Context: an optimization exercise on an open-source flow, tuned for small area. The choices shown serve that exercise and are no tape-out recipe.
The RTL was checked by simulation tests, not by an equivalence proof against the original design.
Power figures rest on the tool's default switching activity, not on a simulated workload.

## design.v

```verilog
`timescale 1ns / 1ns
module Bin2BCD(Binary, BCD);
   input [9:0] Binary;
   output reg [11:0] BCD;
   reg [23:0] Temp;
   integer i;
   always @(Binary) begin
      Temp = {14'd0, Binary};
      for (i = 0; i < 9; i = i + 1) begin
         Temp = Temp << 1;
         if (Temp[13:10] > 4) Temp[13:10] = Temp[13:10] + 3;
         if (Temp[17:14] > 4) Temp[17:14] = Temp[17:14] + 3;
         if (Temp[21:18] > 4) Temp[21:18] = Temp[21:18] + 3;
      end
      Temp = Temp << 1;
      BCD = Temp[21:10];
   end
endmodule
`timescale 1ns / 1ns
module LcdInterface(Rst, Clk, Go, DispType, DispTime, LCD_Data, LCD_E, LCD_RS, LCD_RW);
   input Clk, Rst;
   input Go;
   input [2:0] DispType;
   input [9:0] DispTime;
   output reg [11:8] LCD_Data;
   output reg LCD_E, LCD_RS;
   output LCD_RW;
   assign LCD_RW = 1'b0;
   reg [4:0] Slot;
   reg [3:0] Phase;
   reg [2:0] LineType;
   reg [9:0] LineTime;
   always @(posedge Clk) begin
      if (Rst) begin
         Slot <= 5'd9;
         Phase <= 4'd1;
      end
      else if (Slot == 5'd0) begin
         if (Go) Slot <= 5'd15;
      end
      else if (Phase == 4'd11) begin
         Phase <= 4'd0;
         Slot <= Slot + 5'd1;
      end
      else
         Phase <= Phase + 4'd1;
   end
   always @(posedge Clk)
      if (Slot == 5'd15 && Phase == 4'd0) begin
         LineType <= DispType;
         LineTime <= DispTime;
      end
   wire [11:0] BCD;
   Bin2BCD Bin2BCD_0 (LineTime, BCD);
   reg [7:0] Char;
   always @(*) begin
      Char = 8'h20;
      case (LineType)
         3'd0: case (Slot[3:0])    
            4'd0: Char = "R";  4'd1: Char = "e";  4'd2: Char = "a";  4'd3: Char = "c";
            4'd4: Char = "t";  4'd5: Char = "i";  4'd6: Char = "o";  4'd7: Char = "n";
            4'd8: Char = " ";  4'd9: Char = "T";  4'd10: Char = "i"; 4'd11: Char = "m";
            4'd12: Char = "e"; 4'd13: Char = "r"; 4'd14: Char = " "; 4'd15: Char = " ";
         endcase
         3'd1: case (Slot[3:0])    
            4'd0: Char = "N";  4'd1: Char = "o";  4'd2: Char = " ";  4'd3: Char = "C";
            4'd4: Char = "h";  4'd5: Char = "e";  4'd6: Char = "a";  4'd7: Char = "t";
            4'd8: Char = "i";  4'd9: Char = "n";  4'd10: Char = "g"; 4'd11: Char = "!";
            default: Char = " ";
         endcase
         3'd2: case (Slot[3:0])    
            4'd0: Char = "T";  4'd1: Char = "o";  4'd2: Char = "o";  4'd3: Char = " ";
            4'd4: Char = "S";  4'd5: Char = "l";  4'd6: Char = "o";  4'd7: Char = "w";
            4'd8: Char = "!";
            default: Char = " ";
         endcase
         3'd3: case (Slot[3:0])    
            4'd0: Char = "W";  4'd1: Char = "a";  4'd2: Char = "i";  4'd3: Char = "t";
            4'd4: Char = " ";  4'd5: Char = "f";  4'd6: Char = "o";  4'd7: Char = "r";
            4'd8: Char = " ";  4'd9: Char = "L";  4'd10: Char = "E"; 4'd11: Char = "D";
            4'd12: Char = "s"; 4'd13: Char = "."; 4'd14: Char = "."; 4'd15: Char = ".";
         endcase
         default: case (Slot[3:0])    
            4'd0: Char = "0";  4'd1: Char = ".";
            4'd2: Char = {4'h3, BCD[11:8]};
            4'd3: Char = {4'h3, BCD[7:4]};
            4'd4: Char = {4'h3, BCD[3:0]};
            4'd5: Char = " ";  4'd6: Char = "s";
            default: Char = " ";
         endcase
      endcase
   end
   always @(*) begin
      LCD_Data = 4'h0;
      LCD_E = 1'b0;
      LCD_RS = 1'b0;
      if (Slot[4]) begin
         LCD_RS = (Phase >= 4'd3 && Phase <= 4'd6);
         if (Phase == 4'd3) begin LCD_E = 1'b1; LCD_Data = Char[7:4]; end
         if (Phase == 4'd5) begin LCD_E = 1'b1; LCD_Data = Char[3:0]; end
      end
      else if (Slot == 5'd15) begin
         if (Phase == 4'd3) begin LCD_E = 1'b1; LCD_Data = 4'h8; end
         if (Phase == 4'd5) LCD_E = 1'b1;
      end
      else if (Slot != 5'd0) begin
         case ({Slot[2:0], Phase})
            {3'd1, 4'd3}: begin LCD_Data = 4'h3; end
            {3'd1, 4'd4}: begin LCD_E = 1'b1; LCD_Data = 4'h3; end
            {3'd1, 4'd5}: begin LCD_Data = 4'h3; end
            {3'd1, 4'd6}: begin LCD_E = 1'b1; LCD_Data = 4'h3; end
            {3'd1, 4'd7}: begin LCD_Data = 4'h3; end
            {3'd1, 4'd8}: begin LCD_E = 1'b1; LCD_Data = 4'h3; end
            {3'd1, 4'd9}: begin LCD_Data = 4'h3; end
            {3'd1, 4'd10}: begin LCD_Data = 4'h2; end
            {3'd1, 4'd11}: begin LCD_E = 1'b1; LCD_Data = 4'h2; end
            {3'd2, 4'd0}: begin LCD_Data = 4'h2; end
            {3'd2, 4'd1}: begin LCD_E = 1'b1; LCD_Data = 4'h2; end
            {3'd2, 4'd3}: begin LCD_E = 1'b1; LCD_Data = 4'h8; end
            {3'd2, 4'd5}: begin LCD_E = 1'b1; end
            {3'd2, 4'd7}: begin LCD_E = 1'b1; LCD_Data = 4'h6; end
            {3'd2, 4'd9}: begin LCD_E = 1'b1; end
            {3'd2, 4'd11}: begin LCD_E = 1'b1; LCD_Data = 4'hc; end
            {3'd3, 4'd1}: begin LCD_E = 1'b1; end
            {3'd3, 4'd3}: begin LCD_E = 1'b1; LCD_Data = 4'h1; end
            default: ;
         endcase
      end
   end
endmodule
`timescale 1ns / 1ns
module LCDDisplay(Clk, Rst, Cheat, Slow, Wait, ReactionTime, LCDUpdate, LCDAck, LCD_Data, LCD_E, LCD_RS, LCD_RW);
   input Clk, Rst;
   input Cheat, Slow, Wait;
   input [9:0] ReactionTime;
   input LCDUpdate;
   output reg LCDAck;
   output [11:8] LCD_Data;
   output LCD_E, LCD_RS, LCD_RW;
   localparam T_Init = 3'd0, T_Cheat = 3'd1, T_Slow = 3'd2, T_Wait = 3'd3, T_Reaction = 3'd4;
   localparam S_Wait = 3'd0,
              S_Cheat = 3'd1,
              S_Slow = 3'd2,
              S_WaitString = 3'd3,
              S_Reaction = 3'd4,
              S_LCDAck = 3'd5,
              S_Init = 3'd6;
   reg [2:0] State;
   reg [2:0] DispType;
   reg [9:0] DispTime;
   wire GO = (State == S_LCDAck) | LCDAck;
   LcdInterface LcdInterface_0 (Rst, Clk, GO, DispType, DispTime, LCD_Data, LCD_E, LCD_RS, LCD_RW);
   always @(posedge Clk) begin
      if (Rst) begin
         State <= S_Init;
         LCDAck <= 0;
         DispType <= T_Init;
      end
      else begin
         LCDAck <= (State == S_LCDAck);
         case (State)
            S_Wait: begin
               if (LCDUpdate) begin
                  if (Cheat) State <= S_Cheat;
                  else if (Slow) State <= S_Slow;
                  else if (Wait) State <= S_WaitString;
                  else State <= S_Reaction;
               end
            end
            S_Cheat, S_Slow, S_WaitString, S_Reaction: begin
               DispType <= State;
               State <= S_LCDAck;
            end
            S_LCDAck: begin
               if (!LCDUpdate) State <= S_Wait;
            end
            default: State <= S_Wait;
         endcase
      end
   end
   always @(posedge Clk)
      if (State == S_Reaction) DispTime <= ReactionTime;
endmodule
```

## config.mk

```make
export PLATFORM = sky130hd
export DESIGN_NAME = LCDDisplay
export DESIGN_NICKNAME = LCDDisplay
export VERILOG_FILES = /design/flow/design.v
export SDC_FILE = /design/flow/constraint.sdc
export NUM_CORES = 4
export LEC_CHECK = 0
export CAP_MARGIN = 20
export CORE_MARGIN = 2
export CORE_UTILIZATION = 40
export SLEW_MARGIN = 20
```

## run.sh

```bash
#!/bin/bash
# synth_recipe.tcl (not shown) runs the flow's synth.tcl, then flattens the netlist and writes it again
# the make line also repeats each setting of config.mk as NAME=value (left out here)
make -C /OpenROAD-flow-scripts/flow DESIGN_CONFIG=/design/flow/config.mk WORK_HOME=/design/flow/orfs CLKGATE_MAP_FILE= SYNTH_SCRIPT=/design/flow/synth_recipe.tcl finish
```

## constraint.sdc

```tcl
create_clock -name core_clock -period 10.0 [get_ports {Clk}]
set_input_delay 2.0000 -clock core_clock [delete_from_list [all_inputs] [get_ports {Clk}]]
set_output_delay 2.0000 -clock core_clock [all_outputs]
set_load 0.01 [all_outputs]
```

==> flow_summary.toml <==
[critical_path]
crit_required_ps = 8000
path_common_cell = "ha_1"
arrival_ps = 7330
criticalPathCategory = "register to output port"
critical-path-top-delay-family = "compound AO/OA/AOI/OAI gates"
cp-start-kind = "register"
max_stage_delay_ps = 530
timing.rr.start = "LcdInterface_0.Slot[1]"
crit_fanout = 13
ff2ff_setup_slack_ps = 5640
worstRegToRegCells = 12
slowest_stage = "clkdlybuf4s50_1"
crit_path_end_kind = "output port"
critical_path_buf_inv_count = 4

[timing]
hold_viol = 0
rsz0062_at_grt = "no"
finClkSkew_ps = 6.03
slew_viol_final = 0
finalSetupTns_ps = 0
maxSlewHeadroom_pct = 30.9
fin_crit_ps = 9330
setup_violations = 0
period_share_pct = 93.3
clock.fmax_ghz = 0.107
worst_slew_pin_slew_ps = 1040
holdWs_ps = 412

[min_path]
hold_depth = 0
hold_start = "DispTime[0]"
hold_path_class = "register to register"
hold_end = "LcdInterface_0.LineTime[0]"

[power]
vdd_drop_max_mv = 0.111
p_leak_uw = 0.00212
powerDensity_nw_per_um2 = 116

[floorplan]
core_area_sq_um = 12500
boundaryPins = 24
start_util_pct = 40.7
die_x_um = 117
die_h_um = 117
rows = 41
die-area_sq_um = 13700

[grt]
gr-usage-all-layers_pct = 20.4
grt_pass1_wl_mm = 22.0
antenna_found_initial = 0
grt_overflow = 0
grt_max_degree = 27
grt_pass1_vias = 4456

[synth]
netlist_area_sq_um = 5100
synth_warnings = 3
synth_ff_type = "dfxtp_1"
ys_async_sr_fraction_pct = 0
avgSynthCellArea_sq_um = 8.34
synth_edf_count = 23
postSynthCellCount = 611
seq_area_frac_synth_pct = 30.8
ys_types = 84
ys_seq_elements = 67
syn_nets = 657

[clock_network]
htree_levels = 3
clock-root-buffer = "clkbuf_16"
clock-sinks = 67
cts_resized = 0
cts.clk_slew.worst_paths_ps = 60
cts_buffers = 9
post-cts-setup-buffer-count = 0
clockBufferDepth = 2
cts_hold_buf = 0
insertion_delay_ps = 330
cts_tree = "built"

[final_layout]
n_fill_cell = 1254
drive_gt1_share_pct = 7.93
area.growth.synth_to_final_pct = 12.0
fin_cells = 790
layout_common_cells = "nand2_1 (62), nor2_1 (56), dfxtp_1 (44), a21oi_1 (43), ha_1 (30)"
fin_nets = 659
final_common_cell = "nand2_1"
num_antenna_cells = 0

[drt]
vias = 4715
post-route-drc-count = 0
drt-pass1-iter-count = 7
drt_iter0_drc = 394
postRouteAntennaNets = 0
routedWlPerCell_um = 16.8
drt_wl_total_mm = 13.3
vias_per_cell = 5.97

[placement]
place_congestion = 0.928
io_buffers = 22
hpwl_mm = 9.96
placed_cells = 774

[run_status]
run_status = "timing/DRC/antenna clean"

[job]
cap_violations = 0
-- Yosys cell counts, types with 6 or more instances --
library cell	count	area, sq um
ha_1	30	375
o21ai_0	27	135
buf_2	6	30.0
edfxtp_1	23	691
a311oi_1	7	61.3
mux2i_1	10	100
a21o_1	8	60.1
a211oi_1	10	75.1
clkbuf_1	24	90.1
and3_1	6	37.5
mux4_2	7	158
a21oi_1	43	215
nand2_1	62	233
o211ai_1	8	60.1
dfxtp_1	44	881
nor2_1	56	210
nor3_1	23	115
o31ai_1	8	60.1
a31oi_1	10	62.6
nand2b_1	8	50.1
nand4_1	8	50.1
nor2b_1	8	50.1
a2111oi_0	6	52.6
nand3_1	20	100
xnor2_1	8	70.1
inv_1	29	109
-- power breakdown --
| group | switching (uW) | internal, uW | total, uW |
|---|---|---|---|
| Combinational | 23.2 | 22.9 | 46.2 |
| Sequential | 7.45 | 290 | 297 |
| Clock | 124 | 197 | 321 |
| Total | 155 | 509 | 664 |
-- metrics by stage --
step           total power (uW)  util, %  cell area (sq um)  setup slack, ps
2_1_floorplan               330        -               5100             2390
3_3_place_gp                348     43.2               5400             1280
3_5_place_dp                349     43.2               5400             1070
4_1_cts                     671     45.6               5710              684
5_1_grt                     692     45.6               5710             22.2
6_report                    664     45.6               5710              668
-- per-layer routing --
metal  up-vias  global-route usage, %  share of wire [%]
met1      2265                   26.3                 43
li1       2298                      -                  -
met3        20                   3.04                4.0
met5         -                      0                  0
met4         0                   7.29                2.1
met2       132                   34.9                 51
-- worst max path at each step --
stage                             end  depth (start not counted)                       start
after floorplan           LCD_Data[9]                         30  LcdInterface_0.LineTime[7]
after global placement    LCD_Data[9]                         27  LcdInterface_0.LineTime[7]
after detailed placement  LCD_Data[9]                         27  LcdInterface_0.LineTime[7]
after CTS                 LCD_Data[9]                         27  LcdInterface_0.LineTime[7]
after global routing      LCD_Data[9]                         27  LcdInterface_0.LineTime[7]
final                     LCD_Data[9]                         27  LcdInterface_0.LineTime[7]
-- cell families after synthesis --
family                     synth area share, %
other                                   0.0736
buffers and inverters                     5.38
adders and majority gates                 7.36
xor gates and xnor gates                  1.72
muxes                                     6.01
DFF                                       30.8
and+or+nand+nor                           22.0
AOI/OAI and AO/OA                         26.6
-- area by class of cell --
| type | instances | area (sq um) | area share [%] |
|---|---|---|---|
| timing repair buffer | 26 | 250 | 4.38 |
| clock buffer | 9 | 225 | 3.95 |
| sequential | 67 | 1570 | 27.5 |
| clock inverter | 7 | 81.3 | 1.42 |
| inverter | 30 | 113 | 1.97 |
| tap | 172 | 215 | 3.77 |
| multi-input combinational | 479 | 3250 | 57.0 |

==> what the ideal ports hide <==
The flow's constraints put no driver on any port. The routed layout listed below was extracted and timed again, unchanged, in two steps.
Step 1: set_driving_cell puts a clkbuf_16 on Clk and a buf_2 on each other input, an assumption about the parent block.
Step 2 adds t to the input delays and takes it off the output delays; t is the mean of the earliest and latest rising clock arrival at the registers after step 1. Input paths then give back, and output paths get back, about the clock's delay inside the block.
a / b / c = no drivers / after step 1 / after step 2; a / b = the first two.
t, ns: 0.366
setup WS [ns]: 0.668 / 0.630 / 0.996
worst setup path after step 2: register to output
After both steps setup and hold are still met in this run. The setup slack of this run moves by -0.038 ns with the drivers and by +0.328 ns with both steps.
